Source: an optimization exercise on an open RTL-to-GDS flow (aim: small area, a short achievable clock period and few clock cycles per item). Production flows keep margins and buffers that such runs may drop. No functional check of the RTL was part of any run shown here. Power and IR drop assume default switching activity.

==> flow/design.v (outline; a module is shown in full before it is edited, if it fits) <==
// module rs_decoder_90_64: 507 lines
module rs_decoder_90_64 (
    input  clk,
    input  rst_n,
    input  start,
    input  [719:0] received_code,
    output [511:0] decoded_data,
    output [4:0] errors_detected,
    output error_corrected,
    output [6:0] error_position,
    output reg valid_out,
    output decode_success
);
  // ...
==> flow/run.sh <==
#!/bin/bash
# synth_recipe.tcl (not shown) runs the flow's synth.tcl, then flattens the netlist and writes it again
# the make line also repeats each setting of config.mk as NAME=value (left out here)
make -C /OpenROAD-flow-scripts/flow DESIGN_CONFIG=/design/flow/config.mk WORK_HOME=/design/flow/orfs CLKGATE_MAP_FILE= SYNTH_SCRIPT=/design/flow/synth_recipe.tcl finish
==> flow/config.mk <==
export PLATFORM = sky130hd
export DESIGN_NAME = rs_decoder_90_64
export DESIGN_NICKNAME = rs_decoder_90_64
export VERILOG_FILES = /design/flow/design.v
export SDC_FILE = /design/flow/constraint.sdc
export NUM_CORES = 4
export LEC_CHECK = 0
export CAP_MARGIN = 20
export CORE_AREA = 10 10 510 510
export DIE_AREA = 0 0 520 520
export SLEW_MARGIN = 20
==> flow/constraint.sdc <==
create_clock -name core_clock -period 12.0 [get_ports {clk}]
set_input_delay 2.4000 -clock core_clock [delete_from_list [all_inputs] [get_ports {clk}]]
set_output_delay 2.4000 -clock core_clock [all_outputs]
set_load 0.01 [all_outputs]
==> results.ini, run 1 <==
[run_status]
status = aborted with a tool error
stop_stage = 5_1_grt
tool.error = [ERROR GRT-0116] Global routing finished with congestion. Check the congestion regions in the DRC Viewer.

[yosys]
synth_top_family_by_area = XOR/XNOR gates
synth_xor_area_frac = 0.383
ys_seq_elements = 67
synth_compound_area_frac = 0.152
yosys.area_share.simple = 0.0909
synth.area.top_cells = xnor2_1, ha_1, fa_1, xor2_1, xnor3_1
synthArstFlopShare = 0.0448
synth-edff-count = 64
synthTopCellsByCount = xnor2_1, ha_1, inv_1
ys.flop_type = edfxtp_1
ys_types = 113
syn_inst = 12204
yosysSeqAreaShare = 0.0195
synth_mux_area_frac = 0.0314

[global_route]
busiest_layer = met2
grt_usage = 0.815
met2_usage = 0.918
grtUsageMet1 = 0.829
grtUsageMet3 = 0.736

[cts]
htree_levels = 3
cts_sinks = 67
cts_hold_buf = 0
cts_buffers = 9
cts_resized = 0

[place]
dp_cells = 17621
place_hpwl_microns = 959000
place_area_sq_um = 127000
dp_slack_ps = -309
portBuffers = 1244
gp_congestion = 1.48

[die]
ioPinCount = 1250
die_x_microns = 520

==> run 2, diff against run 1 <==
--- a/flow/design.v
+++ b/flow/design.v
@@ -7,49 +7,50 @@
     output [4:0] errors_detected,
     output error_corrected,
     output [6:0] error_position,
     output reg valid_out,
     output decode_success
 );
     reg [1:0] ph;
     reg [63:0] acc;
-    wire [255:0] u;
-    assign u[7:0] = (ph == 2'd0) ? received_code[7:0] : (ph == 2'd1) ? received_code[263:256] : received_code[519:512];
-    assign u[15:8] = (ph == 2'd0) ? received_code[15:8] : (ph == 2'd1) ? received_code[271:264] : received_code[527:520];
-    assign u[23:16] = (ph == 2'd0) ? received_code[23:16] : (ph == 2'd1) ? received_code[279:272] : received_code[535:528];
-    assign u[31:24] = (ph == 2'd0) ? received_code[31:24] : (ph == 2'd1) ? received_code[287:280] : received_code[543:536];
-    assign u[39:32] = (ph == 2'd0) ? received_code[39:32] : (ph == 2'd1) ? received_code[295:288] : received_code[551:544];
-    assign u[47:40] = (ph == 2'd0) ? received_code[47:40] : (ph == 2'd1) ? received_code[303:296] : received_code[559:552];
-    assign u[55:48] = (ph == 2'd0) ? received_code[55:48] : (ph == 2'd1) ? received_code[311:304] : received_code[567:560];
-    assign u[63:56] = (ph == 2'd0) ? received_code[63:56] : (ph == 2'd1) ? received_code[319:312] : received_code[575:568];
-    assign u[71:64] = (ph == 2'd0) ? received_code[71:64] : (ph == 2'd1) ? received_code[327:320] : received_code[583:576];
-    assign u[79:72] = (ph == 2'd0) ? received_code[79:72] : (ph == 2'd1) ? received_code[335:328] : received_code[591:584];
-    assign u[87:80] = (ph == 2'd0) ? received_code[87:80] : (ph == 2'd1) ? received_code[343:336] : received_code[599:592];
-    assign u[95:88] = (ph == 2'd0) ? received_code[95:88] : (ph == 2'd1) ? received_code[351:344] : received_code[607:600];
-    assign u[103:96] = (ph == 2'd0) ? received_code[103:96] : (ph == 2'd1) ? received_code[359:352] : received_code[615:608];
-    assign u[111:104] = (ph == 2'd0) ? received_code[111:104] : (ph == 2'd1) ? received_code[367:360] : received_code[623:616];
-    assign u[119:112] = (ph == 2'd0) ? received_code[119:112] : (ph == 2'd1) ? received_code[375:368] : received_code[631:624];
-    assign u[127:120] = (ph == 2'd0) ? received_code[127:120] : (ph == 2'd1) ? received_code[383:376] : received_code[639:632];
-    assign u[135:128] = (ph == 2'd0) ? received_code[135:128] : (ph == 2'd1) ? received_code[391:384] : received_code[647:640];
-    assign u[143:136] = (ph == 2'd0) ? received_code[143:136] : (ph == 2'd1) ? received_code[399:392] : received_code[655:648];
-    assign u[151:144] = (ph == 2'd0) ? received_code[151:144] : (ph == 2'd1) ? received_code[407:400] : received_code[663:656];
-    assign u[159:152] = (ph == 2'd0) ? received_code[159:152] : (ph == 2'd1) ? received_code[415:408] : received_code[671:664];
-    assign u[167:160] = (ph == 2'd0) ? received_code[167:160] : (ph == 2'd1) ? received_code[423:416] : received_code[679:672];
-    assign u[175:168] = (ph == 2'd0) ? received_code[175:168] : (ph == 2'd1) ? received_code[431:424] : received_code[687:680];
-    assign u[183:176] = (ph == 2'd0) ? received_code[183:176] : (ph == 2'd1) ? received_code[439:432] : received_code[695:688];
-    assign u[191:184] = (ph == 2'd0) ? received_code[191:184] : (ph == 2'd1) ? received_code[447:440] : received_code[703:696];
-    assign u[199:192] = (ph == 2'd0) ? received_code[199:192] : (ph == 2'd1) ? received_code[455:448] : received_code[711:704];
-    assign u[207:200] = (ph == 2'd0) ? received_code[207:200] : (ph == 2'd1) ? received_code[463:456] : received_code[719:712];
-    assign u[215:208] = (ph == 2'd0) ? received_code[215:208] : (ph == 2'd1) ? received_code[471:464] : 8'h00;
-    assign u[223:216] = (ph == 2'd0) ? received_code[223:216] : (ph == 2'd1) ? received_code[479:472] : 8'h00;
-    assign u[231:224] = (ph == 2'd0) ? received_code[231:224] : (ph == 2'd1) ? received_code[487:480] : 8'h00;
-    assign u[239:232] = (ph == 2'd0) ? received_code[239:232] : (ph == 2'd1) ? received_code[495:488] : 8'h00;
-    assign u[247:240] = (ph == 2'd0) ? received_code[247:240] : (ph == 2'd1) ? received_code[503:496] : 8'h00;
-    assign u[255:248] = (ph == 2'd0) ? received_code[255:248] : (ph == 2'd1) ? received_code[511:504] : 8'h00;
+    reg [255:0] u;
+    wire [255:0] un;
+    assign un[7:0] = (ph == 2'd0) ? received_code[7:0] : (ph == 2'd1) ? received_code[263:256] : received_code[519:512];
+    assign un[15:8] = (ph == 2'd0) ? received_code[15:8] : (ph == 2'd1) ? received_code[271:264] : received_code[527:520];
+    assign un[23:16] = (ph == 2'd0) ? received_code[23:16] : (ph == 2'd1) ? received_code[279:272] : received_code[535:528];
+    assign un[31:24] = (ph == 2'd0) ? received_code[31:24] : (ph == 2'd1) ? received_code[287:280] : received_code[543:536];
+    assign un[39:32] = (ph == 2'd0) ? received_code[39:32] : (ph == 2'd1) ? received_code[295:288] : received_code[551:544];
+    assign un[47:40] = (ph == 2'd0) ? received_code[47:40] : (ph == 2'd1) ? received_code[303:296] : received_code[559:552];
+    assign un[55:48] = (ph == 2'd0) ? received_code[55:48] : (ph == 2'd1) ? received_code[311:304] : received_code[567:560];
+    assign un[63:56] = (ph == 2'd0) ? received_code[63:56] : (ph == 2'd1) ? received_code[319:312] : received_code[575:568];
+    assign un[71:64] = (ph == 2'd0) ? received_code[71:64] : (ph == 2'd1) ? received_code[327:320] : received_code[583:576];
+    assign un[79:72] = (ph == 2'd0) ? received_code[79:72] : (ph == 2'd1) ? received_code[335:328] : received_code[591:584];
+    assign un[87:80] = (ph == 2'd0) ? received_code[87:80] : (ph == 2'd1) ? received_code[343:336] : received_code[599:592];
+    assign un[95:88] = (ph == 2'd0) ? received_code[95:88] : (ph == 2'd1) ? received_code[351:344] : received_code[607:600];
+    assign un[103:96] = (ph == 2'd0) ? received_code[103:96] : (ph == 2'd1) ? received_code[359:352] : received_code[615:608];
+    assign un[111:104] = (ph == 2'd0) ? received_code[111:104] : (ph == 2'd1) ? received_code[367:360] : received_code[623:616];
+    assign un[119:112] = (ph == 2'd0) ? received_code[119:112] : (ph == 2'd1) ? received_code[375:368] : received_code[631:624];
+    assign un[127:120] = (ph == 2'd0) ? received_code[127:120] : (ph == 2'd1) ? received_code[383:376] : received_code[639:632];
+    assign un[135:128] = (ph == 2'd0) ? received_code[135:128] : (ph == 2'd1) ? received_code[391:384] : received_code[647:640];
+    assign un[143:136] = (ph == 2'd0) ? received_code[143:136] : (ph == 2'd1) ? received_code[399:392] : received_code[655:648];
+    assign un[151:144] = (ph == 2'd0) ? received_code[151:144] : (ph == 2'd1) ? received_code[407:400] : received_code[663:656];
+    assign un[159:152] = (ph == 2'd0) ? received_code[159:152] : (ph == 2'd1) ? received_code[415:408] : received_code[671:664];
+    assign un[167:160] = (ph == 2'd0) ? received_code[167:160] : (ph == 2'd1) ? received_code[423:416] : received_code[679:672];
+    assign un[175:168] = (ph == 2'd0) ? received_code[175:168] : (ph == 2'd1) ? received_code[431:424] : received_code[687:680];
+    assign un[183:176] = (ph == 2'd0) ? received_code[183:176] : (ph == 2'd1) ? received_code[439:432] : received_code[695:688];
+    assign un[191:184] = (ph == 2'd0) ? received_code[191:184] : (ph == 2'd1) ? received_code[447:440] : received_code[703:696];
+    assign un[199:192] = (ph == 2'd0) ? received_code[199:192] : (ph == 2'd1) ? received_code[455:448] : received_code[711:704];
+    assign un[207:200] = (ph == 2'd0) ? received_code[207:200] : (ph == 2'd1) ? received_code[463:456] : received_code[719:712];
+    assign un[215:208] = (ph == 2'd0) ? received_code[215:208] : (ph == 2'd1) ? received_code[471:464] : 8'h00;
+    assign un[223:216] = (ph == 2'd0) ? received_code[223:216] : (ph == 2'd1) ? received_code[479:472] : 8'h00;
+    assign un[231:224] = (ph == 2'd0) ? received_code[231:224] : (ph == 2'd1) ? received_code[487:480] : 8'h00;
+    assign un[239:232] = (ph == 2'd0) ? received_code[239:232] : (ph == 2'd1) ? received_code[495:488] : 8'h00;
+    assign un[247:240] = (ph == 2'd0) ? received_code[247:240] : (ph == 2'd1) ? received_code[503:496] : 8'h00;
+    assign un[255:248] = (ph == 2'd0) ? received_code[255:248] : (ph == 2'd1) ? received_code[511:504] : 8'h00;
     wire [7:0] s0_a = u[7:0];
     wire [7:0] s1_a = u[15:8];
     wire [9:0] s1_p3 = ({1'b0,s1_a,1'b0} + {2'b0,s1_a});
     wire [12:0] s1_p29 = ({s1_a,5'b0} - {3'b0,s1_p3});
     wire [7:0] s2_a = u[23:16];
     wire [9:0] s2_p3 = ({1'b0,s2_a,1'b0} + {2'b0,s2_a});
     wire [12:0] s2_p19 = ({s2_a,4'b0} + {2'b0,s2_p3});
     wire [12:0] s2_p29 = ({s2_a,5'b0} - {3'b0,s2_p3});
@@ -471,21 +472,28 @@
         if (!rst_n) begin
             ph <= 2'd0;
             valid_out <= 1'b0;
         end else if (!start) begin
             ph <= 2'd0;
             valid_out <= 1'b0;
         end else begin
             if (ph != 2'd3) ph <= ph + 2'd1;
-            valid_out <= ph[1];
+            valid_out <= (ph == 2'd3) | valid_out;
         end
     end
+    reg fin;
     always @(posedge clk) begin
-        if (ph != 2'd3) acc <= (ph == 2'd0 ? 64'd0 : acc) ^ rx;
+        u <= un;
+        if (ph == 2'd1) acc <= rx;
+        else if (!fin) acc <= acc ^ rx;
+    end
+    always @(posedge clk or negedge rst_n) begin
+        if (!rst_n) fin <= 1'b0;
+        else fin <= start & (ph == 2'd3);
     end
     wire [7:0] s0 = acc[7:0];
     wire z0 = ~|acc[7:0];
     wire z1 = ~|acc[15:8];
     wire z2 = ~|acc[23:16];
     wire z3 = ~|acc[31:24];
     wire z17 = ~|acc[63:8];
     wire single = z17 & ~z0;
==> run 2 against run 1 <==
The run again fails in 5_1_grt; area after synthesis is 5.8% higher; synthesized cell count rose by 2.5%.
==> results.ini, run 2 <==
[yosys]
yosys.area.top_type_share = 0.243
avgSynthCellArea_sq_um = 8.66
synthArstFlopShare = 0.0123  ; -0.0324
synth-edff-count = 64  ; unchanged
synth.area.top_cells = xnor2_1, ha_1, xnor3_1, fa_1, xor2_1
syn_area_sq_um = 108000
yosysTopAreaCell = xnor2_1
yosysSeqAreaShare = 0.0660  ; +0.0465
syn_inst = 12508  ; +2.5%
ys_seq_elements = 324  ; +380%
ys_types = 114  ; +0.88%
synthTopCellsByCount = xnor2_1, ha_1, inv_1
yosysMostFrequentCell = xnor2_1
ys.flop_type = dfxtp_1
yosys_warnings = 1

[die]
initial_core_util = 0.436
die_x_microns = 520  ; unchanged
die_h_microns = 520
ioPinCount = 1250  ; unchanged
num_rows = 183

[cts]
cts_setup_buffers = 0
cts_buffers = 49  ; +40
cts_hold_buf = 0  ; unchanged
clock-root-buffer = clkbuf_16
clockBufferDepth = 3
cts_resized = 0  ; unchanged
htree_levels = 2  ; -1
cts_sinks = 324  ; +380%

[global_route]
grt_max_degree = 153
grt_pass1_wl_microns = 1460000
grt_overflow = 2243
grt_pass1_vias = 130730
grt_usage = 0.777

[place]
portBuffers = 1244  ; unchanged
place_hpwl_microns = 845000  ; -12%
gp_congestion = 1.55  ; +4.5%
place_area_sq_um = 126000  ; -0.31%

[run_status]
stop_stage = 5_1_grt
status = aborted with a tool error
tool.error = [ERROR GRT-0116] Global routing finished with congestion. Check the congestion regions in the DRC Viewer.

-- run 2: cell count changes after synthesis, sizes merged, moves of 38 or more --
| cell | change |
|---|---|
| nor2 | -71 |
| nand2 | +94 |
| o21a | -38 |
| buf | -50 |
| xnor3 | +121 |
| a21oi | -116 |
| dfxtp | +256 |
| xnor2 | -250 |
| clkbuf | +95 |
| mux2 | -65 |
| nor3 | +79 |
| o21ai | +182 |
-- run 2: per-layer routing --
layer / GRT usage / GRT overflow
met4: 0.650 / 753
met1: 0.810 / 72
met3: 0.679 / 89
met5: 0.491 / 5
met2: 0.900 / 1324
-- run 2: through the flow --
| step | std cells | worst slack, ps |
|---|---|---|
| after floorplan | 12512 | 4370 |
| after global placement | 16895 | -888 |
| after detailed placement | 16919 | 1640 |
| after CTS | 17009 | 1550 |
-- run 2: worst max path at each step --
stage	start	endpoint	slack [ps]	cells past startpoint
2_1_floorplan	u[154]$_DFF_P_	acc[56]$_DFFE_PP_	4370	28
3_3_place_gp	u[102]$_DFF_P_	acc[10]$_DFFE_PP_	-890	25
3_5_place_dp	u[97]$_DFF_P_	acc[12]$_DFFE_PP_	1640	28
4_1_cts	u[97]$_DFF_P_	acc[12]$_DFFE_PP_	1550	28
-- run 2: cell families after synthesis --
kind of cell | synth area share
buffers and inverters | 0.0690
flip-flops | 0.0660
AO/OA/AOI/OAI | 0.150
XOR/XNOR | 0.366
adder cells (fa/ha/maj) | 0.235
multiplexers | 0.0201
AND/OR/NAND/NOR | 0.0932
other | 0.0000346
-- run 2: power by group through the flow --
stage | combinational [mW] | sequential (mW) | clock (mW)
CTS | 348 | 9.02 | 1.66
detailed placement | 347 | 9.18 | 0
global placement | 345 | 9.39 | 0
floorplan | 268 | 11.4 | 0
